Background: an optimization exercise with open tools, aiming at small area and a short achievable clock period. Do not read the settings as production practice. The RTL was checked by simulation tests, not by an equivalence proof against the original design. Power figures rest on the tool's default switching activity, not on a simulated workload.

<file path="flow/design.v">
module top(
    input  wire        clk,
    input  wire        rst,       
    output wire [31:0] pc,
    input  wire [31:0] inst,
    output wire        ram_we,
    output wire        ram_re,
    output wire [1:0]  ram_size,
    output wire [31:0] ram_addr,
    output wire [31:0] ram_wdata,
    input  wire [31:0] ram_rdata,
    output wire        ebreak
);
    wire b2 = inst[2], b3 = inst[3], b4 = inst[4], b5 = inst[5], b6 = inst[6];
    wire [2:0] f3 = inst[14:12];
    wire [3:0] rs1a = inst[18:15];
    wire [3:0] rs2a = inst[23:20];
    wire [3:0] rda  = inst[10:7];
    wire is_load   = ~b6 & ~b5 & ~b4;
    wire is_store  = ~b6 &  b5 & ~b4;
    wire is_lui    = ~b6 &  b5 &  b4 &  b2;
    wire is_branch =  b6 & ~b4 & ~b2;
    wire is_jal    =  b6 &  b3;
    wire is_jalr   =  b6 & ~b3 &  b2;
    wire is_sys    =  b6 &  b4;
    wire sys0      = is_sys & ~f3[0] & ~f3[1];
    wire is_ecall  = sys0 & ~inst[20] & ~inst[21];
    wire is_mret   = sys0 & inst[21];
    wire is_ebreak = sys0 & inst[20];
    wire csr_wen   = is_sys & (f3[0] | (f3[1] & (rs1a != 4'd0)));
    wire rd_wen = (rda != 4'd0) &
                  ((~b6 & (b4 | ~b5)) | (b6 & b2) | (is_sys & (f3[0] | f3[1])));
    reg [31:0] pc_r;
    reg [31:0] mstatus, mepc, mcause, mtvec;
    assign pc = pc_r;
    wire [31:0] wb_data;
    wire [31:0] wd = rst ? wb_data : 32'd0;
    wire [511:0] rf_all;
    assign rf_all[31:0] = 32'd0;
    genvar gi;
    generate
        for (gi = 1; gi < 16; gi = gi + 1) begin : g_rf
            reg [31:0] r;
            always @(posedge clk)
                if (~rst | (rd_wen & (rda == gi))) r <= wd;
            assign rf_all[gi*32 +: 32] = r;
        end
    endgenerate
    wire [31:0] rs1, rs2;
    wire [15:0] oh2;
    generate
        for (gi = 0; gi < 16; gi = gi + 1) begin : g_dec
            assign oh2[gi] = (rs2a == gi);
        end
    endgenerate
    rf_read_mux u_rd1(.rf(rf_all), .sel(rs1a), .q(rs1));
    rf_read u_rd2(.rf(rf_all), .oh(oh2), .q(rs2));
    wire [11:0] imm_m = {inst[31:25], (b5 & ~b2) ? inst[11:7] : inst[24:20]};
    agu_add u_agu(.a(rs1), .imm(imm_m), .s(ram_addr));
    assign ram_wdata = rs2;
    assign ram_re    = is_load;
    assign ram_we    = is_store;
    assign ram_size  = f3[1:0];
    assign ebreak    = is_ebreak;
    wire [31:0] alu;
    wire lt, ltu, eq;
    alu u_alu(.a(rs1), .rs2(rs2), .inst(inst), .y(alu), .lt(lt), .ltu(ltu), .eq(eq));
    wire [11:0] csra = inst[31:20];
    wire sel_mstatus = csra == 12'h300;
    wire sel_mepc    = csra == 12'h341;
    wire sel_mcause  = csra == 12'h342;
    wire sel_mtvec   = csra == 12'h305;
    wire [31:0] csr_rdata = ({32{sel_mstatus}} & mstatus) | ({32{sel_mepc}} & mepc) |
                            ({32{sel_mcause}} & mcause) | ({32{sel_mtvec}} & mtvec);
    always @(posedge clk) begin
        if (~rst) begin
            mstatus <= 32'h1800;
            mepc    <= 32'h0;
            mcause  <= 32'h0;
            mtvec   <= 32'h80000004;
        end else if (is_ecall) begin
            mepc   <= pc_r;
            mcause <= 32'd11;
        end else if (csr_wen) begin
            if (sel_mstatus) mstatus <= rs1;
            if (sel_mepc)    mepc    <= rs1;
            if (sel_mcause)  mcause  <= rs1;
            if (sel_mtvec)   mtvec   <= rs1;
        end
    end
    wire [31:0] pc4, pcadd;
    pc_add u_pca(.pc(pc_r), .inst(inst), .pc4(pc4), .pcadd(pcadd));
    wire cond  = (f3[2] ? (f3[1] ? ltu : lt) : eq) ^ f3[0];
    wire taken = is_jal | (is_branch & cond);
    wire [31:0] npc = is_mret  ? mepc :
                      is_ecall ? mtvec :
                      is_jalr  ? {ram_addr[31:1], 1'b0} :
                      taken    ? pcadd : pc4;
    always @(posedge clk)
        if (~rst) pc_r <= 32'h80000000;
        else      pc_r <= npc;
    wire [31:0] ld = {(f3[2] | f3[1]) ? ram_rdata[31:16] : {16{f3[0] ? ram_rdata[15] : ram_rdata[7]}},
                      (f3[2] | f3[1] | f3[0]) ? ram_rdata[15:8] : {8{ram_rdata[7]}},
                      ram_rdata[7:0]};
    assign wb_data = b6 ? (b2 ? pc4 : csr_rdata) :
                     ~b4 ? ld :
                     b2 ? pcadd : alu;
endmodule
module rf_read_mux(
    input  wire [511:0] rf,
    input  wire [3:0]   sel,
    output wire [31:0]  q
);
    assign q = rf[sel*32 +: 32];
endmodule
module rf_read(
    input  wire [511:0] rf,
    input  wire [15:0]  oh,
    output reg  [31:0]  q
);
    integer k;
    always @(*) begin
        q = 32'd0;
        for (k = 1; k < 16; k = k + 1)
            q = q | ({32{oh[k]}} & rf[k*32 +: 32]);
    end
endmodule
module pc_add(
    input  wire [31:0] pc,
    input  wire [31:0] inst,
    output wire [31:0] pc4,
    output wire [31:0] pcadd
);
    wire b2 = inst[2], b3 = inst[3], b4 = inst[4], b5 = inst[5], b6 = inst[6];
    wire [31:0] imm_b = {{20{inst[31]}}, inst[7], inst[30:25], inst[11:8], 1'b0};
    wire [31:0] imm_j = {{12{inst[31]}}, inst[19:12], inst[20], inst[30:21], 1'b0};
    wire [31:0] imm_u = {inst[31:12], 12'b0};
    wire is_lui = ~b6 & b5 & b4 & b2;
    wire [31:0] pcimm = b6 ? (b3 ? imm_j : imm_b) : imm_u;
    assign pcadd = (is_lui ? 32'd0 : pc) + pcimm;
    assign pc4 = {pc[31:2] + 30'd1, pc[1:0]};
endmodule
module alu(
    input  wire [31:0] a,
    input  wire [31:0] rs2,
    input  wire [31:0] inst,
    output reg  [31:0] y,
    output wire        lt,
    output wire        ltu,
    output wire        eq
);
    wire [2:0] f3 = inst[14:12];
    wire is_op = inst[5];
    wire b6 = inst[6];
    wire [31:0] imm_i = {{20{inst[31]}}, inst[31:20]};
    wire [31:0] opb = is_op ? rs2 : imm_i;
    wire sub = b6 | (~f3[2] & f3[1]) | (is_op & inst[30] & ~f3[2] & ~f3[1] & ~f3[0]);
    wire [31:0] bx = opb ^ {32{sub}};
    wire [31:0] p = a ^ bx;
    wire [31:0] g = a & bx;
    wire [31:0] G [0:5];
    wire [31:0] P [0:5];
    assign G[0] = {g[31:1], g[0] | (p[0] & sub)};
    assign P[0] = p;
    genvar l, i;
    generate
        for (l = 0; l < 5; l = l + 1) begin : lv
            for (i = 0; i < 32; i = i + 1) begin : b
                if (i & (1 << l)) begin : x
                    localparam integer j = (i & ~((1 << l) - 1)) - 1;   
                    assign G[l+1][i] = G[l][i] | (P[l][i] & G[l][j]);
                    assign P[l+1][i] = P[l][i] & P[l][j];
                end else begin : y
                    assign G[l+1][i] = G[l][i];
                    assign P[l+1][i] = P[l][i];
                end
            end
        end
    endgenerate
    wire [32:0] c = {G[5], sub};
    wire [31:0] sum = p ^ c[31:0];
    assign ltu = ~c[32];
    assign lt  = (a[31] ^ opb[31]) ? a[31] : sum[31];
    assign eq  = &p;
    wire sltu_r = ltu | (~is_op & eq & (inst[31:20] == 12'd0));
    wire [4:0] shamt = opb[4:0];
    wire [31:0] a_rev, shr_rev, shr;
    genvar gi;
    generate
        for (gi = 0; gi < 32; gi = gi + 1) begin : g_rev
            assign a_rev[gi]   = a[31-gi];
            assign shr_rev[gi] = shr[31-gi];
        end
    endgenerate
    wire [31:0] shin = f3[2] ? a : a_rev;
    wire fill = f3[2] & inst[30] & a[31];
    wire [63:0] shx = {{32{fill}}, shin} >> shamt;
    assign shr = shx[31:0];
    always @(*) begin
        case (f3)
            3'b000: y = sum;
            3'b001: y = shr_rev;
            3'b010: y = {31'd0, lt};
            3'b011: y = {31'd0, sltu_r};
            3'b100: y = p;
            3'b101: y = shr;
            3'b110: y = p | g;
            default: y = g;
        endcase
    end
endmodule
module agu_add(
    input  wire [31:0] a,
    input  wire [11:0] imm,
    output wire [31:0] s
);
    wire [11:0] g0 = a[11:0] & imm;
    wire [11:0] p0 = a[11:0] ^ imm;
    wire [11:0] g1, p1, g2, p2, g3, p3, g4;
    genvar i;
    generate
        for (i = 0; i < 12; i = i + 1) begin : l1
            if (i >= 1) begin : x
                assign g1[i] = g0[i] | (p0[i] & g0[i-1]);
                assign p1[i] = p0[i] & p0[i-1];
            end else begin : y
                assign g1[i] = g0[i];
                assign p1[i] = p0[i];
            end
        end
        for (i = 0; i < 12; i = i + 1) begin : l2
            if (i >= 2) begin : x
                assign g2[i] = g1[i] | (p1[i] & g1[i-2]);
                assign p2[i] = p1[i] & p1[i-2];
            end else begin : y
                assign g2[i] = g1[i];
                assign p2[i] = p1[i];
            end
        end
        for (i = 0; i < 12; i = i + 1) begin : l3
            if (i >= 4) begin : x
                assign g3[i] = g2[i] | (p2[i] & g2[i-4]);
                assign p3[i] = p2[i] & p2[i-4];
            end else begin : y
                assign g3[i] = g2[i];
                assign p3[i] = p2[i];
            end
        end
        for (i = 0; i < 12; i = i + 1) begin : l4
            if (i >= 8) begin : x
                assign g4[i] = g3[i] | (p3[i] & g3[i-8]);
            end else begin : y
                assign g4[i] = g3[i];
            end
        end
    endgenerate
    assign s[0] = p0[0];
    assign s[11:1] = p0[11:1] ^ g4[10:0];
    wire c12 = g4[11];
    wire sg = imm[11];
    wire [19:0] ah = a[31:12];
    wire [19:0] all1, all0;    
    assign all1[0] = 1'b1;
    assign all0[0] = 1'b1;
    generate
        for (i = 1; i < 20; i = i + 1) begin : hp
            assign all1[i] = &ah[i-1:0];
            assign all0[i] = ~|ah[i-1:0];
        end
    endgenerate
    wire [19:0] inc = ah ^ all1;
    wire [19:0] dec = ah ^ all0;
    assign s[31:12] = (sg == c12) ? ah : (c12 ? inc : dec);
endmodule
</file>
<file path="flow/run.sh">
#!/bin/bash
# synth_recipe.tcl (not shown) runs the flow's synth.tcl, then flattens the netlist and writes it again
# the make line also repeats each setting of config.mk as NAME=value (left out here)
make -C /OpenROAD-flow-scripts/flow DESIGN_CONFIG=/design/flow/config.mk WORK_HOME=/design/flow/orfs CLKGATE_MAP_FILE= SYNTH_SCRIPT=/design/flow/synth_recipe.tcl finish
</file>
<file path="flow/config.mk">
export PLATFORM = sky130hd
export DESIGN_NAME = top
export DESIGN_NICKNAME = top
export VERILOG_FILES = /design/flow/design.v
export SDC_FILE = /design/flow/constraint.sdc
export NUM_CORES = 4
export LEC_CHECK = 0
export CAP_MARGIN = 30
export CORE_MARGIN = 2
export CORE_UTILIZATION = 60
export CTS_BUF_LIST = sky130_fd_sc_hd__clkbuf_8
export SETUP_SLACK_MARGIN = 4
export SLEW_MARGIN = 20
export SYNTH_HIERARCHICAL = 1
export SYNTH_MINIMUM_KEEP_SIZE = 0
</file>
<file path="flow/constraint.sdc">
create_clock -name core_clock -period 12.0 [get_ports {clk}]
set_input_delay 2.4000 -clock core_clock [delete_from_list [all_inputs] [get_ports {clk}]]
set_output_delay 2.4000 -clock core_clock [all_outputs]
set_load 0.01 [all_outputs]
</file>
==> key figures, run 1 <==
Synth
  – Cells after synthesis: 3,838
  – Yosys Warn Count: 9
  – Syn avg cell area: 10.5 sq um
  – Synth Cell Area: 40,400 sq um

Detailed routing
  – Post-DRT Antenna Nets: 0
  – Total number of vias: 38,500
  – Drt wl/cell: 34.4 um
  – Detailed Route Iter0 Violations: 7,453
  – DR vias/cell: 7.65
  – Residual DRC: 0
  – Detailed Routing Iterations Pass 1: 10
  – Post-Route WL: 173 mm

CTS
  – Clock-pin slew on the worst setup and hold paths: 60 ps
  – Post-CTS Hold Buffers: 0
  – Clk latency of the worst-skew pair: 760 ps
  – CTS sink cnt: 640
  – CTS tree: built
  – Num CTS Buffers: 101
  – Longest Clk Path Bufs: 3
  – Root buf cell: clkbuf_8
  – H-tree Lvls: 3

STA
  – Final Max Tran Viols: 0
  – Setup TNS: 0 ps
  – Final Hold Viols: 0
  – # setup viols final: 0
  – Hold Worst Slack: 458 ps
  – Clock Skews: 51.1 ps
  – Fin crit share: 69.0%
  – Worst Max-Slew Pin Slew: 1050 ps
  – Min Clock Period, post-route: 8280 ps
  – Headroom to the max-slew limit: 29.5%
  – Fmax achieved: 121 MHz
  – RSZ-0062 raised after global routing: true

Place
  – Detail Placement HPWL: 112 mm
  – DP Cell Count: 4,732
  – # port buffers: 164
  – GP Congestion: 1.05

Floorplan
  – Die height: 264 um
  – Die ar.: 69,500 sq um
  – IO Count: 167
  – Core box area: 66,900 sq um
  – Die width: 264 um
  – Site Rows: 95
  – Initial Utilization: 60.4%

Finish
  – Share of post-route cells with drive strength above 1: 19.7%
  – Nets@finish: 4,253
  – Commonest cells after routing, fill and taps aside: 480 x edfxtp_1, 366 x nand2_1, 363 x a21oi_1
  – Final Non-Filler Cells: 5,037
  – Finished Core Util: 70.9%
  – Most common cell after layout, fill and taps aside: edfxtp_1
  – Area Overhead vs Synth: 17.3%

Global route
  – Initial antenna violation count: 14
  – Largest net degree at the start of global routing: 67
  – Vias in the first global route: 36,700
  – First-pass GRT wire length: 247 mm
  – Global route overflow: 0
  – Gr usage total: 48.5%

Worst setup path
  – Critical path type: in2out
  – WP data required: 9600 ps
  – Crit-path leading delay family: buffers and inverters
  – Crit-path max cell delay: 420 ps
  – CP startpoint: inst[15]
  – Max Fanout on Critical Path: 6
  – Critical path data arrival time: 5880 ps
  – CP startpoint kind: input pin
  – CP max stage cell: mux4_2
  – CP cell instances: clkbuf_16 > buf_4 > buf_6 > buf_4 > mux4_2 > a22oi_2 > nand2_2 > buf_12 > ha_4 > o211ai_1 > o211ai_1 > buf_4 > buf_4 > buf_6 > a31o_4 > buf_6 > nand4b_1 > nand2_1 > xor2_2 > buf_2
  – Critical path buffer and inverter count: 10
  – Reg-to-Reg Start: g_rf[4].r[1]$_DFFE_PP_
  – CP dominant cell by count: buf_4
  – CP endpoint kind: output port

Pwr
  – Peak VDD IR: 0.000136 V
  – P per Cell Area: 147 nW/um^2
  – Design Power: 0.00698 W
  – Leakage: 17.4 nW

Status
  – Status: finished clean

Min path
  – Worst min-delay path startpoint: mcause[12]$_SDFFE_PP0P_
  – Hold crit path type: reg2reg

Job
  – Max Cap Viol: 0
-- layout make-up --
type,instances,area (sq um)
antenna,6,15.0
clock buffer,107,1470
clock inverter,81,626
fill,4626,19500
inverter,106,398
multi-input combinational,2820,22400
sequential,640,17600
tap,873,1090
timing repair buffer,404,3850
-- metal layers --
| metal | share of wire [%] | track usage [%] | vias up | routed length [um] |
|---|---|---|---|---|
| met5 | 0.073 | 0 | - | 126 |
| met4 | 7.4 | 29.3 | 14 | 12800 |
| met3 | 18 | 18.4 | 911 | 30900 |
| met2 | 42 | 69.8 | 3968 | 72400 |
| met1 | 33 | 62.2 | 18200 | 57300 |
| li1 | - | - | 15500 | - |
-- power by group --
part	switching, W	internal [W]	leakage (nW)	total [W]
sequential	0.000117	0.00258	6.24	0.00270
clock	0.000953	0.00101	1.18	0.00197
combinational	0.00144	0.000872	9.98	0.00231
total	0.00251	0.00447	17.4	0.00698
-- worst paths after layout --
path / to / slack (ps) / cells after the start
worst max-delay path: ram_addr[14] / 3720 / 20
worst max register to register: g_rf[14].r[22]$_DFFE_PP_ / 6050 / 18
worst min-delay path: mcause[12]$_SDFFE_PP0P_ / 460 / 2
worst min register to register: mcause[12]$_SDFFE_PP0P_ / 460 / 2
-- stage by stage --
| step | instance area, sq um | setup slack [ps] |
|---|---|---|
| after floorplan | 40600 | 3930 |
| after global placement | 43200 | 1430 |
| after detailed placement | 43300 | 1130 |
| after CTS | 46500 | 3740 |
| after global routing | 47400 | 3670 |
| final | 47500 | 3720 |
-- tightest hold or removal path: cells and delay by family, from the launching register on --
family	cells	cell delay, ps
and+or+nand+nor	1	50
AOI/OAI and AO/OA	1	50
DFF	1	310
-- registers in the layout (all words and copies together), names as in the netlist --
register	count
mstatus	32
mcause	32
mtvec	32
pc_r	32
g_rf.r	480
mepc	32
-- what timing repair did --
item,in CTS,in global routing
cloned,11,2
setup buffers,48,43
pin swaps,45,44
resized for setup,246,102
endpoints found under the setup margin,575,339
==> run 2, diff against run 1 <==
==> flow/flow/run.sh (new file) <==
#!/bin/bash
# The standard layout, except that the port buffers inserted before global
# placement are the smallest buffer; timing repair resizes those that need it.
set -euo pipefail
export BUFFER_PORTS_ARGS="-buffer_cell sky130_fd_sc_hd__buf_1"
bash standard.sh > standard_flow.log 2>&1
==> flow/standard.sh (new file) <==
#!/bin/bash
# synth_recipe.tcl (not shown) runs the flow's synth.tcl, then flattens the netlist and writes it again
# the make line also repeats each setting of config.mk as NAME=value (left out here)
make -C /OpenROAD-flow-scripts/flow DESIGN_CONFIG=/design/flow/config.mk WORK_HOME=/design/flow/orfs CLKGATE_MAP_FILE= SYNTH_SCRIPT=/design/flow/synth_recipe.tcl "${@:-finish}"
--- a/flow/config.mk
+++ b/flow/config.mk
@@ -9,6 +9,8 @@
 export CORE_MARGIN = 2
 export CORE_UTILIZATION = 60
 export CTS_BUF_LIST = sky130_fd_sc_hd__clkbuf_8
+export CTS_CLUSTER_DIAMETER = 50
+export CTS_CLUSTER_SIZE = 20
 export SETUP_SLACK_MARGIN = 4
 export SLEW_MARGIN = 20
 export SYNTH_HIERARCHICAL = 1
removed: flow/run.sh
==> key figures, run 2 <==
Finish
  – Finished Core Util: 68.8% (-2.1 points)
  – Most common cell after layout, fill and taps aside: edfxtp_1
  – Area Overhead vs Synth: 13.9%
  – Max FFs per register: 480 (unchanged)
  – Nets@finish: 4,221 (-0.75%)
  – Design area: 46,100 sq um (-2.9%)
  – Commonest cells after routing, fill and taps aside: 480 x edfxtp_1, 369 x nand2_1, 364 x a21oi_1
  – Reg with most FFs: g_rf.r
  – Share of post-route cells with drive strength above 1: 19.1% (-0.58 points)
  – # fillers: 4,927 (+6.5%)

Floorplan
  – Core box area: 66,900 sq um (unchanged)
  – Die ar.: 69,500 sq um (unchanged)
  – IO Count: 167 (unchanged)
  – Die width: 264 um (unchanged)
  – Site Rows: 95 (unchanged)
  – Initial Utilization: 60.4% (unchanged)
  – Die height: 264 um (unchanged)

Detailed routing
  – Post-Route WL: 174 mm (+0.41%)
  – Total number of vias: 38,200 (-0.79%)
  – Drt wl/cell: 35.0 um (+1.6%)
  – DR vias/cell: 7.68 (+0.43%)
  – Detailed Route Iter0 Violations: 7,413 (-0.54%)
  – Residual DRC: 0 (unchanged)
  – Detailed Routing Iterations Pass 1: 13 (+3)
  – Post-DRT Antenna Nets: 0 (unchanged)

Worst setup path
  – Critical path buffer and inverter count: 4 (-6)
  – Max Fanout on Critical Path: 12 (+6)
  – Crit-path leading delay family: buffers and inverters
  – Critical path data arrival time: 5900 ps (+20 ps)
  – WP data required: 9600 ps (about the same)
  – CP endpoint kind: output port
  – CP startpoint: inst[5]
  – Critical path type: in2out
  – CP max stage cell: and4bb_4
  – Reg-to-Reg Start: g_rf[3].r[0]$_DFFE_PP_
  – CP cell instances: clkbuf_2 > buf_12 > nor2b_4 > mux2_2 > ha_4 > fa_2 > a211oi_2 > o211ai_1 > buf_4 > a31o_4 > and4bb_4 > a32oi_2 > xnor2_2 > buf_2
  – CP startpoint kind: input pin
  – Crit-path max cell delay: 460 ps (+40 ps)

Global route
  – Largest net degree at the start of global routing: 96 (+43%)
  – Global route overflow: 0 (unchanged)
  – Initial antenna violation count: 14 (unchanged)
  – Gr usage total: 48.6% (+0.10 points)
  – First-pass GRT wire length: 247 mm (about the same)
  – Vias in the first global route: 36,500 (-0.49%)

Pwr
  – Switching share of total power: 37.9% (+2.0 points)
  – Peak VDD IR: 0.000150 V (+10%)
  – Clock power frac: 24.9% (-3.3 points)
  – Sw Pwr: 0.00249 W (-0.78%)
  – P per Cell Area: 143 nW/um^2 (-3.0%)
  – Combinational share of power: 34.1% (+1.0 points)
  – Leakage: 16.7 nW (-4.3%)
  – Int Pwr: 0.00408 W (-8.7%)
  – Seq pwr share: 41.0% (+2.3 points)

STA
  – Setup TNS: 0 ps (unchanged)
  – Final Hold Viols: 0 (unchanged)
  – Fin crit share: 69.1% (+0.12 points)
  – Worst Max-Slew Pin Slew: 1080 ps (+30.8 ps)
  – Min Clock Period, post-route: 8300 ps (+14.5 ps)
  – Clock Skews: 70.3 ps (+19.1 ps)
  – Final Max Tran Viols: 0 (unchanged)
  – # setup viols final: 0 (unchanged)
  – Headroom to the max-slew limit: 27.6% (-1.8 points)
  – RSZ-0062 raised after global routing: true
  – Fmax achieved: 121 MHz (-0.17%)

CTS
  – Longest Clk Path Bufs: 3 (unchanged)
  – H-tree Lvls: 3 (unchanged)
  – Clk latency of the worst-skew pair: 750 ps (about the same)
  – Clock-pin slew on the worst setup and hold paths: 80 ps (+20 ps)
  – Post-CTS Hold Buffers: 0 (unchanged)
  – CTS sink cnt: 640 (unchanged)
  – Num CTS Buffers: 67 (-34%)
  – Root buf cell: clkbuf_8
  – CTS tree: built

Min path
  – Worst min-delay path startpoint: mcause[24]$_SDFFE_PP0P_
  – Hold crit path type: reg2reg

Place
  – Detail Placement HPWL: 112 mm (-0.36%)
  – # port buffers: 164 (unchanged)
  – Post-DP Area: 42,400 sq um (-2.0%)
  – GP Congestion: 1.04 (-1.4%)

Synth
  – Syn avg cell area: 10.5 sq um (unchanged)
  – Cells after synthesis: 3,838 (unchanged)
  – Synth Cell Area: 40,400 sq um (unchanged)
  – Yosys Warn Count: 9 (unchanged)

Status
  – Status: finished clean

Job
  – Max Cap Viol: 0 (unchanged)
run 2: final timing paths:
path                                            endpoint  cells after the start  slack [ps]
worst max-delay path                        ram_addr[29]                     14        3700
worst min-delay path             mcause[24]$_SDFFE_PP0P_                      2         460
worst max register to register  g_rf[12].r[22]$_DFFE_PP_                     20        6020
worst min register to register   mcause[24]$_SDFFE_PP0P_                      2         460
run 2: repair_timing:
action,4_1_cts,5_1_grt
gates cloned,12,4
gates resized for setup,161,69
endpoints found under the setup margin,452,295
setup buffers,48,34
hold endpoints to repair,0,0
pin swaps,44,28
run 2: layout make-up:
cell class | count | area, sq um | area share [%]
Sequential cell | 640 | 17600 | 38.2
Clock inverter | 56 | 638 | 1.39
Timing Repair Buffer | 406 | 3080 | 6.69
Clock buffer | 67 | 922 | 2.00
Multi-Input combinational cell | 2820 | 22300 | 48.4
Antenna cell | 8 | 20.0 | 0.0435
Tap cell | 873 | 1090 | 2.37
Inverter | 106 | 398 | 0.864
run 2: power groups by stage:
stage | clock network, W | registers [W] | logic [W]
detailed placement | 0 | 0.00273 | 0.00189
floorplan | 0 | 0.00270 | 0.00121
CTS | 0.00163 | 0.00268 | 0.00205
global placement | 0 | 0.00272 | 0.00186
finish | 0.00164 | 0.00269 | 0.00224
global route | 0.00170 | 0.00271 | 0.00230
run 2: layer usage:
| layer | vias up | routed length (um) | track usage, % |
|---|---|---|---|
| met1 | 18100 | 58500 | 62.9 |
| met2 | 3848 | 72500 | 69.9 |
| li1 | 15400 | - | - |
| met5 | - | 118 | 0.139 |
| met4 | 16 | 13100 | 30.1 |
| met3 | 873 | 29900 | 17.3 |
run 2: tightest hold or removal path, cell delays in order (launching register included):
cell,delay [ps]
dfxtp_1,320
nand2_1,50
a21oi_1,50
run 2: per-stage QoR:
| stage | setup slack (ps) | total power [W] | hold slack (ps) | cells |
|---|---|---|---|---|
| after floorplan | 3930 | 0.00391 | 436 | 3869 |
| after global placement | 1990 | 0.00458 | 440 | 4734 |
| after detailed placement | 1850 | 0.00463 | 446 | 4743 |
| after CTS | 3790 | 0.00636 | 457 | 4926 |
| after global routing | 3690 | 0.00671 | 476 | 4970 |
| final | 3700 | 0.00657 | 460 | 4976 |
==> run 3, diff against run 2 <==
--- a/flow/design.v
+++ b/flow/design.v
@@ -34,7 +34,7 @@
     reg [31:0] mstatus, mepc, mcause, mtvec;
     assign pc = pc_r;
     wire [31:0] wb_data;
-    wire [31:0] wd = rst ? wb_data : 32'd0;
+    wire [31:0] wd = wb_data;    
     wire [511:0] rf_all;
     assign rf_all[31:0] = 32'd0;
     genvar gi;
@@ -62,16 +62,15 @@
     assign ram_we    = is_store;
     assign ram_size  = f3[1:0];
     assign ebreak    = is_ebreak;
-    wire [31:0] alu;
-    wire lt, ltu, eq;
-    alu u_alu(.a(rs1), .rs2(rs2), .inst(inst), .y(alu), .lt(lt), .ltu(ltu), .eq(eq));
+    wire [31:0] a_sum, a_shr, a_p, a_g;
+    wire lt, ltu, eq, sltu_r;
+    alu u_alu(.a(rs1), .rs2(rs2), .inst(inst), .sum(a_sum), .shr(a_shr), .p(a_p), .g(a_g),
+              .lt(lt), .ltu(ltu), .sltu_r(sltu_r), .eq(eq));
     wire [11:0] csra = inst[31:20];
     wire sel_mstatus = csra == 12'h300;
     wire sel_mepc    = csra == 12'h341;
     wire sel_mcause  = csra == 12'h342;
     wire sel_mtvec   = csra == 12'h305;
-    wire [31:0] csr_rdata = ({32{sel_mstatus}} & mstatus) | ({32{sel_mepc}} & mepc) |
-                            ({32{sel_mcause}} & mcause) | ({32{sel_mtvec}} & mtvec);
     always @(posedge clk) begin
         if (~rst) begin
             mstatus <= 32'h1800;
@@ -102,9 +101,15 @@
     wire [31:0] ld = {(f3[2] | f3[1]) ? ram_rdata[31:16] : {16{f3[0] ? ram_rdata[15] : ram_rdata[7]}},
                       (f3[2] | f3[1] | f3[0]) ? ram_rdata[15:8] : {8{ram_rdata[7]}},
                       ram_rdata[7:0]};
-    assign wb_data = b6 ? (b2 ? pc4 : csr_rdata) :
-                     ~b4 ? ld :
-                     b2 ? pcadd : alu;
+    wire is_alu = ~b6 & b4 & ~b2;
+    wire [7:0] f3d = 8'd1 << f3;
+    wire is_csr = b6 & ~b2;
+    wire [14:0] wsel = {15{rst}} & {is_csr & sel_mtvec, is_csr & sel_mcause, is_csr & sel_mepc,
+                                    is_csr & sel_mstatus, ~b6 & ~b4, ~b6 & b4 & b2, b6 & b2,
+                                    {8{is_alu}} & f3d};
+    wb_sel u_wb(.sel(wsel), .sum(a_sum), .shr(a_shr), .p(a_p), .g(a_g), .lt(lt), .sltu_r(sltu_r),
+                .pc4(pc4), .pcadd(pcadd), .ld(ld), .mstatus(mstatus), .mepc(mepc),
+                .mcause(mcause), .mtvec(mtvec), .y(wb_data));
 endmodule
 module rf_read_mux(
     input  wire [511:0] rf,
@@ -144,9 +149,13 @@
     input  wire [31:0] a,
     input  wire [31:0] rs2,
     input  wire [31:0] inst,
-    output reg  [31:0] y,
+    output wire [31:0] sum,
+    output wire [31:0] shr,
+    output wire [31:0] p,
+    output wire [31:0] g,
     output wire        lt,
     output wire        ltu,
+    output wire        sltu_r,
     output wire        eq
 );
     wire [2:0] f3 = inst[14:12];
@@ -156,8 +165,8 @@
     wire [31:0] opb = is_op ? rs2 : imm_i;
     wire sub = b6 | (~f3[2] & f3[1]) | (is_op & inst[30] & ~f3[2] & ~f3[1] & ~f3[0]);
     wire [31:0] bx = opb ^ {32{sub}};
-    wire [31:0] p = a ^ bx;
-    wire [31:0] g = a & bx;
+    assign p = a ^ bx;
+    assign g = a & bx;
     wire [31:0] G [0:5];
     wire [31:0] P [0:5];
     assign G[0] = {g[31:1], g[0] | (p[0] & sub)};
@@ -178,36 +187,54 @@
         end
     endgenerate
     wire [32:0] c = {G[5], sub};
-    wire [31:0] sum = p ^ c[31:0];
+    assign sum = p ^ c[31:0];
     assign ltu = ~c[32];
     assign lt  = (a[31] ^ opb[31]) ? a[31] : sum[31];
     assign eq  = &p;
-    wire sltu_r = ltu | (~is_op & eq & (inst[31:20] == 12'd0));
+    assign sltu_r = ltu | (~is_op & eq & (inst[31:20] == 12'd0));
     wire [4:0] shamt = opb[4:0];
-    wire [31:0] a_rev, shr_rev, shr;
-    genvar gi;
-    generate
-        for (gi = 0; gi < 32; gi = gi + 1) begin : g_rev
-            assign a_rev[gi]   = a[31-gi];
-            assign shr_rev[gi] = shr[31-gi];
+    wire [31:0] a_rev;
+    generate
+        for (i = 0; i < 32; i = i + 1) begin : g_rev
+            assign a_rev[i] = a[31-i];
         end
     endgenerate
     wire [31:0] shin = f3[2] ? a : a_rev;
     wire fill = f3[2] & inst[30] & a[31];
     wire [63:0] shx = {{32{fill}}, shin} >> shamt;
     assign shr = shx[31:0];
-    always @(*) begin
-        case (f3)
-            3'b000: y = sum;
-            3'b001: y = shr_rev;
-            3'b010: y = {31'd0, lt};
-            3'b011: y = {31'd0, sltu_r};
-            3'b100: y = p;
-            3'b101: y = shr;
-            3'b110: y = p | g;
-            default: y = g;
-        endcase
-    end
+endmodule
+module wb_sel(
+    input  wire [14:0] sel,
+    input  wire [31:0] sum,
+    input  wire [31:0] shr,
+    input  wire [31:0] p,
+    input  wire [31:0] g,
+    input  wire        lt,
+    input  wire        sltu_r,
+    input  wire [31:0] pc4,
+    input  wire [31:0] pcadd,
+    input  wire [31:0] ld,
+    input  wire [31:0] mstatus,
+    input  wire [31:0] mepc,
+    input  wire [31:0] mcause,
+    input  wire [31:0] mtvec,
+    output wire [31:0] y
+);
+    wire [31:0] shl;
+    genvar i;
+    generate
+        for (i = 0; i < 32; i = i + 1) begin : g_rev
+            assign shl[i] = shr[31-i];
+        end
+    endgenerate
+    assign y = ({32{sel[0]}} & sum) | ({32{sel[1]}} & shl) |
+               {31'd0, (sel[2] & lt) | (sel[3] & sltu_r)} |
+               ({32{sel[4]}} & p) | ({32{sel[5]}} & shr) |
+               ({32{sel[6]}} & (p | g)) | ({32{sel[7]}} & g) |
+               ({32{sel[8]}} & pc4) | ({32{sel[9]}} & pcadd) | ({32{sel[10]}} & ld) |
+               ({32{sel[11]}} & mstatus) | ({32{sel[12]}} & mepc) |
+               ({32{sel[13]}} & mcause) | ({32{sel[14]}} & mtvec);
 endmodule
 module agu_add(
     input  wire [31:0] a,
@@ -220,7 +247,10 @@
     genvar i;
     generate
         for (i = 0; i < 12; i = i + 1) begin : l1
-            if (i >= 1) begin : x
+            if (i == 1) begin : z
+                assign g1[i] = g0[i] | ((p0[i] & a[0]) & imm[0]);
+                assign p1[i] = p0[i] & p0[i-1];
+            end else if (i >= 1) begin : x
                 assign g1[i] = g0[i] | (p0[i] & g0[i-1]);
                 assign p1[i] = p0[i] & p0[i-1];
             end else begin : y
--- a/flow/config.mk
+++ b/flow/config.mk
@@ -7,7 +7,7 @@
 export LEC_CHECK = 0
 export CAP_MARGIN = 30
 export CORE_MARGIN = 2
-export CORE_UTILIZATION = 60
+export CORE_UTILIZATION = 50
 export CTS_BUF_LIST = sky130_fd_sc_hd__clkbuf_8
 export CTS_CLUSTER_DIAMETER = 50
 export CTS_CLUSTER_SIZE = 20
==> key figures, run 3 <==
Detailed routing
  – Post-DRT Antenna Nets: 0 (unchanged)
  – Post-Route WL: 164 mm (-5.9%)
  – Total number of vias: 34,400 (-10%)
  – Detailed Route Iter0 Violations: 5,217 (-30%)
  – Drt wl/cell: 34.2 um (-2.3%)
  – Residual DRC: 0 (unchanged)
  – Detailed Routing Iterations Pass 1: 9 (-4)
  – DR vias/cell: 7.18 (-6.6%)

Pwr
  – Peak VDD IR: 0.000113 V (-25%)
  – Leakage: 16.9 nW (+1.4%)
  – P per Cell Area: 141 nW/um^2 (-0.78%)
  – Design Power: 0.00638 W (-2.9%)

Floorplan
  – IO Count: 167 (unchanged)
  – Site Rows: 102 (+7.4%)
  – Core box area: 77,600 sq um (+16%)
  – Initial Utilization: 50.6% (-9.8 points)
  – Die height: 284 um (+7.8%)
  – Die ar.: 80,800 sq um (+16%)
  – Die width: 284 um (+7.8%)

Place
  – # port buffers: 164 (unchanged)
  – GP Congestion: 1.01 (-3.4%)
  – DP Cell Count: 4,523 (-4.6%)
  – Detail Placement HPWL: 105 mm (-6.0%)

Synth
  – Cells after synthesis: 3,469 (-9.6%)
  – Yosys Warn Count: 9 (unchanged)
  – Syn avg cell area: 11.3 sq um (+7.4%)
  – Synth Cell Area: 39,300 sq um (-2.9%)

Worst setup path
  – CP endpoint kind: output port
  – CP startpoint kind: input pin
  – Max Fanout on Critical Path: 5 (-7)
  – WP data required: 9600 ps (about the same)
  – Reg-to-Reg Start: g_rf[4].r[4]$_DFFE_PP_
  – Critical path data arrival time: 5860 ps (-40 ps)
  – Worst Reg-to-Reg Cells: 15 (-25%)
  – Critical R2R Capture: g_rf[10].r[27]$_DFFE_PP_
  – Critical path type: in2out
  – Flop-to-flop setup slack: 6410 ps (+390 ps)

CTS
  – Clock-pin slew on the worst setup and hold paths: 50 ps (-30 ps)
  – Post-CTS Hold Buffers: 0 (unchanged)
  – Longest Clk Path Bufs: 3 (unchanged)
  – Root buf cell: clkbuf_8
  – Clk latency of the worst-skew pair: 750 ps (about the same)
  – CTS sink cnt: 640 (unchanged)
  – Num CTS Buffers: 72 (+7.5%)
  – H-tree Lvls: 3 (unchanged)
  – CTS tree: built

STA
  – Setup TNS: 0 ps (unchanged)
  – Headroom to the max-slew limit: 31.3% (+3.7 points)
  – Fin crit share: 68.8% (-0.29 points)
  – Fmax achieved: 121 MHz (+0.43%)
  – # setup viols final: 0 (unchanged)
  – Final Max Tran Viols: 0 (unchanged)
  – Min Clock Period, post-route: 8260 ps (-35.3 ps)
  – RSZ-0062 raised after global routing: true
  – Worst Max-Slew Pin Slew: 1030 ps (-55.3 ps)
  – Clock Skews: 97.5 ps (+27.2 ps)
  – Final Hold Viols: 0 (unchanged)

Finish
  – Nets@finish: 3,831 (-9.2%)
  – Final Non-Filler Cells: 4,790 (-3.7%)
  – Commonest cells after routing, fill and taps aside: 480 x edfxtp_1, 241 x a22oi_1, 228 x mux2i_1
  – Share of post-route cells with drive strength above 1: 20.5% (+1.3 points)
  – Reg with most FFs: g_rf.r
  – Area Overhead vs Synth: 14.9%
  – # fillers: 6,566 (+33%)
  – Max FFs per register: 480 (unchanged)
  – Most common cell after layout, fill and taps aside: edfxtp_1

Global route
  – Vias in the first global route: 33,000 (-9.6%)
  – Largest net degree at the start of global routing: 69 (-28%)
  – Initial antenna violation count: 5 (-9)
  – First-pass GRT wire length: 232 mm (-6.1%)
  – Global route overflow: 0 (unchanged)
  – Gr usage total: 39.3% (-9.3 points)

Min path
  – Hold path endpoint: mcause[18]$_SDFFE_PP0P_
  – Worst min-delay path startpoint: mcause[18]$_SDFFE_PP0P_
  – Hold depth: 2 (unchanged)
  – Hold crit path type: reg2reg

Job
  – Max Cap Viol: 0 (unchanged)

Status
  – Status: finished clean
run 3: area by class of cell:
class,count,area (sq um),share of cell area (%)
Tap cell,1040,1300,2.89
Sequential cell,640,17600,39.1
Clock buffer,73,1000,2.23
Antenna cell,7,17.5,0.0388
Clock inverter,60,598,1.33
Timing Repair Buffer,402,3190,7.08
Inverter,44,169,0.375
Multi-Input combinational cell,2524,21200,47.0
run 3: stage by stage:
step	hold WS [ps]	instance area (sq um)	utilization, %	setup slack [ps]
floorplan	432	39400	-	4100
global placement	437	41000	52.8	1950
detailed placement	445	41100	53.0	1790
CTS	452	44400	57.2	3800
global route	465	45100	58.1	3690
finish	451	45100	58.1	3740
run 3: per-layer routing:
metal / vias up / part of all wire, % / track usage (%)
met2: 2533 / 45 / 60.4
met1: 17000 / 37 / 51.7
met4: 4 / 5.8 / 21.1
li1: 14300 / - / -
met3: 454 / 13 / 9.37
met5: - / 0.0092 / 0
run 3: repair_timing:
action | in CTS | in global routing
cloned | 10 | 2
pin swaps | 54 | 47
gates resized for setup | 169 | 66
setup buffers | 77 | 33
hold endpoints to repair | 0 | 0
endpoints found under the setup margin | 499 | 323
run 3: where the power goes:
part           total [W]  internal [W]  switching, W
Sequential       0.00270       0.00259      0.000110
Clock            0.00166      0.000701      0.000957
Combinational    0.00202      0.000722       0.00130
Total            0.00638       0.00402       0.00236
run 3: worst max-delay path by stage:
stage	start	end	slack [ps]	cells past startpoint
6_report	inst[15]	ram_addr[23]	3740	18
5_1_grt	inst[15]	ram_addr[23]	3690	18
4_1_cts	inst[15]	ram_addr[23]	3800	15
3_5_place_dp	inst[20]	pc_r[26]$_SDFF_PN0_	1790	22
3_3_place_gp	inst[20]	pc_r[27]$_SDFF_PN0_	1950	21
2_1_floorplan	inst[15]	ram_addr[27]	4100	12
run 3: worst max-delay path, cell delays in order:
cell and delay (ps):
clkbuf_16 160, buf_12 140, buf_6 110, buf_16 120
buf_6 110, mux4_2 500, a22oi_2 190, nand2_1 110
buf_12 150, or4_4 500, nor4b_4 270, nand3b_1 160
buf_4 180, nor3_4 160, buf_6 140, a32oi_4 60
xnor2_2 200, buf_2 170
==> run 4, diff against run 3 <==
--- a/flow/design.v
+++ b/flow/design.v
@@ -241,64 +241,133 @@
     input  wire [11:0] imm,
     output wire [31:0] s
 );
-    wire [11:0] g0 = a[11:0] & imm;
-    wire [11:0] p0 = a[11:0] ^ imm;
-    wire [11:0] g1, p1, g2, p2, g3, p3, g4;
     genvar i;
+    wire [11:0] gn, tn, hs;           
+    wire [11:0] g1, t1;               
+    wire [11:0] g2n, t2n;             
+    wire [11:0] g3, t3;               
+    wire [11:0] g4n;                  
     generate
-        for (i = 0; i < 12; i = i + 1) begin : l1
-            if (i == 1) begin : z
-                assign g1[i] = g0[i] | ((p0[i] & a[0]) & imm[0]);
-                assign p1[i] = p0[i] & p0[i-1];
-            end else if (i >= 1) begin : x
-                assign g1[i] = g0[i] | (p0[i] & g0[i-1]);
-                assign p1[i] = p0[i] & p0[i-1];
+        for (i = 0; i < 12; i = i + 1) begin : lo0
+            hm_nand2 u_g(.a(a[i]), .b(imm[i]), .y(gn[i]));
+            hm_nor2  u_t(.a(a[i]), .b(imm[i]), .y(tn[i]));
+            hm_xor2  u_h(.a(a[i]), .b(imm[i]), .y(hs[i]));
+        end
+        for (i = 0; i < 12; i = i + 1) begin : lo1
+            if (i >= 1) begin : x
+                hm_oai21 u_g(.a1(tn[i]), .a2(gn[i-1]), .b1(gn[i]), .y(g1[i]));
+                hm_nor2  u_t(.a(tn[i]), .b(tn[i-1]), .y(t1[i]));
             end else begin : y
-                assign g1[i] = g0[i];
-                assign p1[i] = p0[i];
+                hm_inv u_g(.a(gn[i]), .y(g1[i]));
+                hm_inv u_t(.a(tn[i]), .y(t1[i]));
             end
         end
-        for (i = 0; i < 12; i = i + 1) begin : l2
+        for (i = 0; i < 12; i = i + 1) begin : lo2
             if (i >= 2) begin : x
-                assign g2[i] = g1[i] | (p1[i] & g1[i-2]);
-                assign p2[i] = p1[i] & p1[i-2];
+                hm_aoi21 u_g(.a1(t1[i]), .a2(g1[i-2]), .b1(g1[i]), .y(g2n[i]));
+                hm_nand2 u_t(.a(t1[i]), .b(t1[i-2]), .y(t2n[i]));
             end else begin : y
-                assign g2[i] = g1[i];
-                assign p2[i] = p1[i];
+                hm_inv u_g(.a(g1[i]), .y(g2n[i]));
+                hm_inv u_t(.a(t1[i]), .y(t2n[i]));
             end
         end
-        for (i = 0; i < 12; i = i + 1) begin : l3
+        for (i = 0; i < 12; i = i + 1) begin : lo3
             if (i >= 4) begin : x
-                assign g3[i] = g2[i] | (p2[i] & g2[i-4]);
-                assign p3[i] = p2[i] & p2[i-4];
+                hm_oai21 u_g(.a1(t2n[i]), .a2(g2n[i-4]), .b1(g2n[i]), .y(g3[i]));
+                hm_nor2  u_t(.a(t2n[i]), .b(t2n[i-4]), .y(t3[i]));
             end else begin : y
-                assign g3[i] = g2[i];
-                assign p3[i] = p2[i];
+                hm_inv u_g(.a(g2n[i]), .y(g3[i]));
+                hm_inv u_t(.a(t2n[i]), .y(t3[i]));
             end
         end
-        for (i = 0; i < 12; i = i + 1) begin : l4
+        for (i = 0; i < 12; i = i + 1) begin : lo4
             if (i >= 8) begin : x
-                assign g4[i] = g3[i] | (p3[i] & g3[i-8]);
+                hm_aoi21 u_g(.a1(t3[i]), .a2(g3[i-8]), .b1(g3[i]), .y(g4n[i]));
             end else begin : y
-                assign g4[i] = g3[i];
+                hm_inv u_g(.a(g3[i]), .y(g4n[i]));
             end
         end
     endgenerate
-    assign s[0] = p0[0];
-    assign s[11:1] = p0[11:1] ^ g4[10:0];
-    wire c12 = g4[11];
+    assign s[0] = hs[0];
+    generate
+        for (i = 1; i < 12; i = i + 1) begin : los
+            hm_xnor2 u_s(.a(hs[i]), .b(g4n[i-1]), .y(s[i]));
+        end
+    endgenerate
+    wire c12n = g4n[11];
     wire sg = imm[11];
     wire [19:0] ah = a[31:12];
-    wire [19:0] all1, all0;    
-    assign all1[0] = 1'b1;
-    assign all0[0] = 1'b1;
+    wire [19:0] a1n, z1, a2, z2n, a3n, z3, a4, z4n, a5n, z5;
+    generate
+        for (i = 0; i < 20; i = i + 1) begin : hp1
+            if (i >= 1) begin : x
+                hm_nand2 u_a(.a(ah[i]), .b(ah[i-1]), .y(a1n[i]));
+                hm_nor2  u_z(.a(ah[i]), .b(ah[i-1]), .y(z1[i]));
+            end else begin : y
+                hm_inv u_a(.a(ah[i]), .y(a1n[i]));
+                hm_inv u_z(.a(ah[i]), .y(z1[i]));
+            end
+        end
+        for (i = 0; i < 20; i = i + 1) begin : hp2
+            if (i >= 2) begin : x
+                hm_nor2  u_a(.a(a1n[i]), .b(a1n[i-2]), .y(a2[i]));
+                hm_nand2 u_z(.a(z1[i]), .b(z1[i-2]), .y(z2n[i]));
+            end else begin : y
+                hm_inv u_a(.a(a1n[i]), .y(a2[i]));
+                hm_inv u_z(.a(z1[i]), .y(z2n[i]));
+            end
+        end
+        for (i = 0; i < 20; i = i + 1) begin : hp3
+            if (i >= 4) begin : x
+                hm_nand2 u_a(.a(a2[i]), .b(a2[i-4]), .y(a3n[i]));
+                hm_nor2  u_z(.a(z2n[i]), .b(z2n[i-4]), .y(z3[i]));
+            end else begin : y
+                hm_inv u_a(.a(a2[i]), .y(a3n[i]));
+                hm_inv u_z(.a(z2n[i]), .y(z3[i]));
+            end
+        end
+        for (i = 0; i < 20; i = i + 1) begin : hp4
+            if (i >= 8) begin : x
+                hm_nor2  u_a(.a(a3n[i]), .b(a3n[i-8]), .y(a4[i]));
+                hm_nand2 u_z(.a(z3[i]), .b(z3[i-8]), .y(z4n[i]));
+            end else begin : y
+                hm_inv u_a(.a(a3n[i]), .y(a4[i]));
+                hm_inv u_z(.a(z3[i]), .y(z4n[i]));
+            end
+        end
+        for (i = 0; i < 20; i = i + 1) begin : hp5
+            if (i >= 16) begin : x
+                hm_nand2 u_a(.a(a4[i]), .b(a4[i-16]), .y(a5n[i]));
+                hm_nor2  u_z(.a(z4n[i]), .b(z4n[i-16]), .y(z5[i]));
+            end else begin : y
+                hm_inv u_a(.a(a4[i]), .y(a5n[i]));
+                hm_inv u_z(.a(z4n[i]), .y(z5[i]));
+            end
+        end
+    endgenerate
+    wire sgn;
+    hm_inv u_sgn(.a(sg), .y(sgn));
+    wire [19:0] f1, f0n, x1, x0;
     generate
-        for (i = 1; i < 20; i = i + 1) begin : hp
-            assign all1[i] = &ah[i-1:0];
-            assign all0[i] = ~|ah[i-1:0];
+        for (i = 0; i < 20; i = i + 1) begin : hs_
+            if (i >= 1) begin : x
+                hm_nor2  u_f1(.a(sg), .b(a5n[i-1]), .y(f1[i]));
+                hm_nand2 u_f0(.a(sg), .b(z5[i-1]), .y(f0n[i]));
+            end else begin : y
+                assign f1[i] = sgn;
+                hm_inv u_f0(.a(sg), .y(f0n[i]));
+            end
+            hm_xor2  u_x1(.a(ah[i]), .b(f1[i]), .y(x1[i]));
+            hm_xnor2 u_x0(.a(ah[i]), .b(f0n[i]), .y(x0[i]));
+            hm_mux2  u_m(.a0(x1[i]), .a1(x0[i]), .s(c12n), .y(s[12+i]));
         end
     endgenerate
-    wire [19:0] inc = ah ^ all1;
-    wire [19:0] dec = ah ^ all0;
-    assign s[31:12] = (sg == c12) ? ah : (c12 ? inc : dec);
 endmodule
+module hm_inv  (input wire a, output wire y); assign y = ~a; endmodule
+module hm_nand2(input wire a, input wire b, output wire y); assign y = ~(a & b); endmodule
+module hm_nor2 (input wire a, input wire b, output wire y); assign y = ~(a | b); endmodule
+module hm_xor2 (input wire a, input wire b, output wire y); assign y = a ^ b; endmodule
+module hm_xnor2(input wire a, input wire b, output wire y); assign y = ~(a ^ b); endmodule
+module hm_oai21(input wire a1, input wire a2, input wire b1, output wire y); assign y = ~((a1 | a2) & b1); endmodule
+module hm_aoi21(input wire a1, input wire a2, input wire b1, output wire y); assign y = ~((a1 & a2) | b1); endmodule
+module hm_mux2 (input wire a0, input wire a1, input wire s, output wire y); assign y = s ? a1 : a0; endmodule
--- a/flow/config.mk
+++ b/flow/config.mk
@@ -11,7 +11,7 @@
 export CTS_BUF_LIST = sky130_fd_sc_hd__clkbuf_8
 export CTS_CLUSTER_DIAMETER = 50
 export CTS_CLUSTER_SIZE = 20
-export SETUP_SLACK_MARGIN = 4
+export SETUP_SLACK_MARGIN = 4.5
 export SLEW_MARGIN = 20
 export SYNTH_HIERARCHICAL = 1
 export SYNTH_MINIMUM_KEEP_SIZE = 0
==> key figures, run 4 <==
Global route
  – Gr usage total: 40.7% (+1.4 points)
  – GRT met3 Usage: 9.12% (-0.25 points)
  – M1 GR Usage: 53.6% (+1.9 points)
  – First-pass GRT wire length: 241 mm (+4.1%)
  – Gr busiest metal: met2
  – Initial antenna violation count: 3 (-2)
  – Global route overflow: 0 (unchanged)
  – Vias in the first global route: 34,500 (+4.5%)
  – Largest net degree at the start of global routing: 69 (unchanged)
  – Met2 Use GR: 61.5% (+1.1 points)

STA
  – Headroom to the max-slew limit: 31.3% (about the same)
  – Final Hold Viols: 0 (unchanged)
  – # setup viols final: 0 (unchanged)
  – Final Max Tran Viols: 0 (unchanged)
  – Worst Max-Slew Pin Slew: 1030 ps (+0.399 ps)
  – Setup TNS: 0 ps (unchanged)
  – RSZ-0062 raised after global routing: true
  – Fin crit share: 63.3% (-5.5 points)
  – Clock Skews: 73.8 ps (-23.7 ps)
  – Min Clock Period, post-route: 7600 ps (-663 ps)
  – Fmax achieved: 132 MHz (+8.7%)

Worst setup path
  – CP startpoint kind: input pin
  – Critical path type: in2out
  – CP cell instances: clkbuf_16 > buf_12 > mux4_2 > a22oi_2 > nand2_4 > nor2_4 > nor2_2 > a21oi_2 > o21ai_2 > a21oi_4 > buf_12 > buf_6 > buf_16 > mux2_4 > buf_2
  – Critical path data arrival time: 5200 ps (-660 ps)
  – CP dominant cell by count: buf_12
  – Max Fanout on Critical Path: 22 (+17)
  – CP max stage cell: mux4_2
  – Crit-path leading delay family: buffers and inverters
  – CP endpoint kind: output port
  – WP data required: 9600 ps (about the same)
  – Crit-path max cell delay: 360 ps (-140 ps)
  – Critical path buffer and inverter count: 6 (-3)

Detailed routing
  – Drt wl/cell: 34.0 um (-0.61%)
  – Residual DRC: 0 (unchanged)
  – Post-DRT Antenna Nets: 0 (unchanged)
  – Detailed Route Iter0 Violations: 5,030 (-3.6%)
  – DR vias/cell: 7.05 (-1.7%)
  – Total number of vias: 36,000 (+4.8%)
  – Detailed Routing Iterations Pass 1: 6 (-3)
  – Post-Route WL: 173 mm (+5.9%)

Place
  – # port buffers: 164 (unchanged)
  – Detail Placement HPWL: 108 mm (+2.5%)
  – Post-DP Area: 41,900 sq um (+2.0%)
  – GP Congestion: 0.980 (-2.5%)

Finish
  – Nets@finish: 4,133 (+7.9%)
  – Max FFs per register: 480 (unchanged)
  – Most common cell after layout, fill and taps aside: edfxtp_1
  – Reg with most FFs: g_rf.r
  – Commonest cells after routing, fill and taps aside: 480 x edfxtp_1, 299 x nand2_1, 232 x a22oi_1
  – Area Overhead vs Synth: 17.7%
  – Design area: 47,100 sq um (+4.4%)
  – Share of post-route cells with drive strength above 1: 22.4% (+1.9 points)

CTS
  – CTS tree: built
  – Num CTS Buffers: 73 (+1.4%)
  – Clock-pin slew on the worst setup and hold paths: 70 ps (+20 ps)
  – Root buf cell: clkbuf_8
  – Clk latency of the worst-skew pair: 740 ps (about the same)
  – Post-CTS Hold Buffers: 0 (unchanged)
  – H-tree Lvls: 3 (unchanged)
  – CTS sink cnt: 640 (unchanged)
  – Longest Clk Path Bufs: 3 (unchanged)

Synth
  – Cells after synthesis: 3,689 (+6.3%)
  – Synth Cell Area: 40,000 sq um (+1.8%)
  – Yosys Warn Count: 9 (unchanged)
  – Syn avg cell area: 10.8 sq um (-4.2%)

Pwr
  – Seq pwr share: 40.4% (-2.0 points)
  – P per Cell Area: 143 nW/um^2 (+0.78%)
  – Leakage: 17.9 nW (+6.0%)
  – Clock power frac: 25.5% (-0.5 points)
  – Sw Pwr: 0.00249 W (+5.2%)
  – Int Pwr: 0.00422 W (+5.1%)
  – Combinational share of power: 34.1% (+2.5 points)
  – Peak VDD IR: 0.000117 V (+3.8%)
  – Switching share of total power: 37.1% (about the same)

Floorplan
  – Die ar.: 82,200 sq um (+1.8%)
  – Core box area: 79,100 sq um (+2.0%)
  – IO Count: 167 (unchanged)
  – Die height: 287 um (+0.91%)
  – Die width: 287 um (+0.91%)
  – Site Rows: 103 (+0.98%)
  – Initial Utilization: 50.5% (-0.065 points)

Status
  – Status: finished clean

Job
  – Max Cap Viol: 0 (unchanged)

Min path
  – Hold crit path type: reg2reg
## run 4: cell type report
| cell class | instances | area (sq um) |
|---|---|---|
| Fill cell | 6597 | 32100 |
| Multi-Input combinational cell | 2683 | 21800 |
| Sequential cell | 640 | 17600 |
| Clock inverter | 57 | 652 |
| Tap cell | 1050 | 1310 |
| Inverter | 119 | 453 |
| Timing Repair Buffer | 481 | 4230 |
| Clock buffer | 73 | 1000 |
| Antenna cell | 2 | 5.00 |
## run 4: worst paths after layout
kind | startpoint | end | slack, ps | cells past startpoint
max reg2reg | g_rf[4].r[3]$_DFFE_PP_ | pc_r[21]$_SDFF_PN0_ | 6710 | 19
min | mcause[20]$_SDFFE_PP0P_ | mcause[20]$_SDFFE_PP0P_ | 450 | 2
max | inst[16] | ram_addr[29] | 4400 | 15
min reg2reg | mcause[20]$_SDFFE_PP0P_ | mcause[20]$_SDFFE_PP0P_ | 450 | 2
## run 4: power groups by stage
stage	Sequential (W)	Combinational (W)	Clock, W
floorplan	0.00272	0.00121	0
global placement	0.00275	0.00184	0
detailed placement	0.00276	0.00186	0
CTS	0.00271	0.00212	0.00171
global route	0.00273	0.00237	0.00180
finish	0.00271	0.00229	0.00171
## run 4: layer usage
metal / vias up / wire length, um
met4: 2 / 11900
met3: 617 / 22400
li1: 15000 / -
met5: - / 15
met1: 17700 / 63000
met2: 2731 / 76100
## run 4: repair_timing
| item | 4_1_cts | 5_1_grt |
|---|---|---|
| setup endpoints to repair | 574 | 263 |
| resized for setup | 247 | 102 |
| buffers inserted | 126 | 57 |
| pin swaps | 61 | 47 |
| cloned | 24 | 4 |
| endpoints found under the hold margin | 0 | 0 |
## run 4: through the flow
| stage | worst slack (ps) | power, W | cells | util, % | hold WS [ps] |
|---|---|---|---|---|---|
| after global placement | 1940 | 0.00459 | 4753 | 52.8 | 438 |
| after CTS | 4430 | 0.00653 | 5039 | 58.2 | 454 |
| final | 4400 | 0.00671 | 5105 | 59.5 | 454 |
| after global routing | 4340 | 0.00689 | 5104 | 59.5 | 474 |
| after floorplan | 4530 | 0.00393 | 3720 | - | 432 |
| after detailed placement | 1890 | 0.00462 | 4759 | 53.0 | 445 |
## run 4: worst min-delay path, stage by stage, from the launching register on
cell	delay, ps
dfxtp_1	310
nand2_1	50
a21oi_1	50
==> run 5, diff against run 4 <==
--- a/flow/config.mk
+++ b/flow/config.mk
@@ -9,8 +9,8 @@
 export CORE_MARGIN = 2
 export CORE_UTILIZATION = 50
 export CTS_BUF_LIST = sky130_fd_sc_hd__clkbuf_8
-export CTS_CLUSTER_DIAMETER = 50
-export CTS_CLUSTER_SIZE = 20
+export CTS_CLUSTER_DIAMETER = 40
+export CTS_CLUSTER_SIZE = 16
 export SETUP_SLACK_MARGIN = 4.5
 export SLEW_MARGIN = 20
 export SYNTH_HIERARCHICAL = 1
==> key figures, run 5 <==
STA
  – Final Max Tran Viols: 0 (unchanged)
  – Worst setup margin: 4360 ps (-39.6 ps)
  – Worst Max-Slew Pin Slew: 1040 ps (+12.7 ps)
  – RSZ-0062 raised after global routing: true
  – # setup viols final: 0 (unchanged)
  – Fmax achieved: 131 MHz (-0.52%)
  – Headroom to the max-slew limit: 30.4% (-0.85 points)
  – Setup TNS: 0 ps (unchanged)
  – Min Clock Period, post-route: 7640 ps (+39.6 ps)
  – Final Hold Viols: 0 (unchanged)
  – Hold Worst Slack: 452 ps (-2.17 ps)
  – Fin crit share: 63.6% (+0.33 points)
  – Clock Skews: 80.0 ps (+6.22 ps)

Min path
  – Worst min-delay path startpoint: mcause[15]$_SDFFE_PP0P_
  – Hold crit path type: reg2reg
  – Hold depth: 2 (unchanged)
  – Hold path endpoint: mcause[15]$_SDFFE_PP0P_

Detailed routing
  – Total number of vias: 35,900 (-0.39%)
  – Post-DRT Antenna Nets: 0 (unchanged)
  – Residual DRC: 0 (unchanged)
  – Post-Route WL: 172 mm (-0.89%)
  – Drt wl/cell: 33.6 um (-1.1%)
  – Detailed Routing Iterations Pass 1: 6 (unchanged)
  – Detailed Route Iter0 Violations: 5,350 (+6.4%)
  – DR vias/cell: 7.01 (-0.64%)

Job
  – Max Cap Viol: 0 (unchanged)

Global route
  – Largest net degree at the start of global routing: 69 (unchanged)
  – Global route overflow: 0 (unchanged)
  – First-pass GRT wire length: 237 mm (-1.5%)
  – Initial antenna violation count: 4 (+1)
  – Gr usage total: 40.0% (-0.66 points)
  – Vias in the first global route: 34,000 (-1.3%)

Place
  – # port buffers: 164 (unchanged)
  – Post-DP Area: 41,900 sq um (unchanged)
  – Post-place setup slack: 1890 ps (unchanged)
  – Detail Placement HPWL: 108 mm (unchanged)
  – GP Congestion: 0.980 (unchanged)

CTS
  – Post-CTS Hold Buffers: 0 (unchanged)
  – Root buf cell: clkbuf_8
  – Num CTS Buffers: 91 (+25%)
  – CTS sink cnt: 640 (unchanged)
  – H-tree Lvls: 3 (unchanged)
  – Clk latency of the worst-skew pair: 750 ps (about the same)
  – CTS tree: built
  – Longest Clk Path Bufs: 3 (unchanged)
  – Clock-pin slew on the worst setup and hold paths: 60 ps (about the same)

Floorplan
  – Die width: 287 um (unchanged)
  – Initial Utilization: 50.5% (unchanged)
  – IO Count: 167 (unchanged)
  – Site Rows: 103 (unchanged)
  – Core box area: 79,100 sq um (unchanged)
  – Die height: 287 um (unchanged)
  – Die ar.: 82,200 sq um (unchanged)

Worst setup path
  – Max Fanout on Critical Path: 6 (-73%)
  – CP startpoint kind: input pin
  – Reg-to-Reg Start: g_rf[4].r[25]$_DFFE_PP_
  – Critical path type: in2out
  – Critical path data arrival time: 5240 ps (+40 ps)
  – Critical R2R Capture: pc_r[7]$_SDFF_PN0_
  – Worst Reg-to-Reg Cells: 19 (unchanged)
  – WP data required: 9600 ps (about the same)
  – CP endpoint kind: output port
  – Flop-to-flop setup slack: 6750 ps (+40 ps)

Pwr
  – P per Cell Area: 146 nW/um^2 (+2.2%)
  – Leakage: 17.8 nW (-0.42%)
  – Peak VDD IR: 0.000151 V (+29%)

Finish
  – Commonest cells after routing, fill and taps aside: 480 x edfxtp_1, 295 x nand2_1, 233 x a22oi_1
  – Share of post-route cells with drive strength above 1: 22.1% (-0.31 points)
  – Nets@finish: 4,129 (-0.097%)
  – Finished Core Util: 59.2% (-0.28 points)
  – Reg with most FFs: g_rf.r
  – Design area: 46,800 sq um (-0.48%)
  – Max FFs per register: 480 (unchanged)
  – Most common cell after layout, fill and taps aside: edfxtp_1
  – Area Overhead vs Synth: 17.1%

Synth
  – Syn avg cell area: 10.8 sq um (unchanged)
  – Synth Cell Area: 40,000 sq um (unchanged)
  – Yosys Warn Count: 9 (unchanged)
  – Cells after synthesis: 3,689 (unchanged)

Status
  – Status: finished clean
## run 5: worst max-delay path by stage
stage	startpoint	to	slack (ps)	cells past startpoint
finish	inst[15]	ram_addr[18]	4360	15
global route	inst[15]	ram_addr[28]	4310	15
CTS	inst[15]	ram_addr[14]	4290	13
detailed placement	inst[20]	pc_r[23]$_SDFF_PN0_	1890	24
global placement	inst[20]	pc_r[23]$_SDFF_PN0_	1940	23
floorplan	inst[20]	pc_r[30]$_SDFF_PN0_	4530	27
## run 5: through the flow
| stage | power, W | cells |
|---|---|---|
| 6_report | 0.00683 | 5118 |
| 5_1_grt | 0.00703 | 5116 |
| 4_1_cts | 0.00657 | 5005 |
| 3_5_place_dp | 0.00462 | 4759 |
| 3_3_place_gp | 0.00459 | 4753 |
| 2_1_floorplan | 0.00393 | 3720 |
## run 5: report_power, final
group | switching, W | internal [W]
sequential | 0.000116 | 0.00260
clock | 0.000969 | 0.000915
combinational | 0.00140 | 0.000826
## run 5: worst max-delay path, stage by stage
cell and delay (ps):
clkbuf_16 140, buf_12 150, buf_16 160, mux4_2 510, a22oi_2 240, nand2_4 140
nor2_4 160, o21ai_4 70, a21oi_2 180, inv_2 70, a21oi_4 140, buf_12 160
buf_16 160, mux2_4 350, buf_6 130
## run 5: per-layer routing
| layer | up-vias | GRT usage, % | share of wire (%) |
|---|---|---|---|
| li1 | 15000 | - | - |
| met1 | 17500 | 52.9 | 37 |
| met2 | 2796 | 60.7 | 44 |
| met3 | 509 | 9.39 | 13 |
| met4 | 0 | 22.7 | 5.8 |
| met5 | - | 0 | 0 |
## run 5: layout make-up
class	instances	area [sq um]
clock buffers	92	1270
repair buffers	459	3750
diodes	3	7.51
flip-flops and latches	640	17600
multi-input cells	2683	21700
well taps	1050	1310
clock inverters	72	693
fillers	6682	32300
inverters	119	450
## run 5: what timing repair did
action,in CTS,in global routing
pin swaps,34,52
gates resized for setup,101,202
cloned,13,11
endpoints found under the setup margin,574,416
buffers inserted,69,96

==> what the ideal ports hide <==
In the flow no input, the clock included, has a driving cell. The finished layouts below were timed again as built, in two steps. Step 1 assumes that a clkbuf_16 drives the clock port and a buf_2 every other input. Step 2 also shifts input and output timing later by t, the mid clock arrival at the registers, as if the neighbouring blocks saw the same clock. Slacks: no drivers / after step 1 / after step 2; pairs: no drivers / after step 1.
run	t (ns)	setup WS [ns]	worst register clock-pin slew, ns	worst slew at a driven data input, ns	pins driven straight from the clock port
run 1	0.805	3.719 / 3.302 / 3.070	0.07 / 0.07	0.43	1
run 2	0.775	3.705 / 3.283 / 3.185	0.12 / 0.12	0.48	1
run 3	0.763	3.740 / 3.372 / 3.347	0.11 / 0.11	0.37	1
run 4	0.776	4.403 / 4.021 / 3.731	0.12 / 0.12	0.40	1
run 5	0.771	4.364 / 3.971 / 3.720	0.09 / 0.09	0.40	1
After both steps setup and hold are still met in every run listed. For run 4, which loses most, drivers alone change the setup slack by -0.382 ns; drivers and shift together by -0.672 ns.
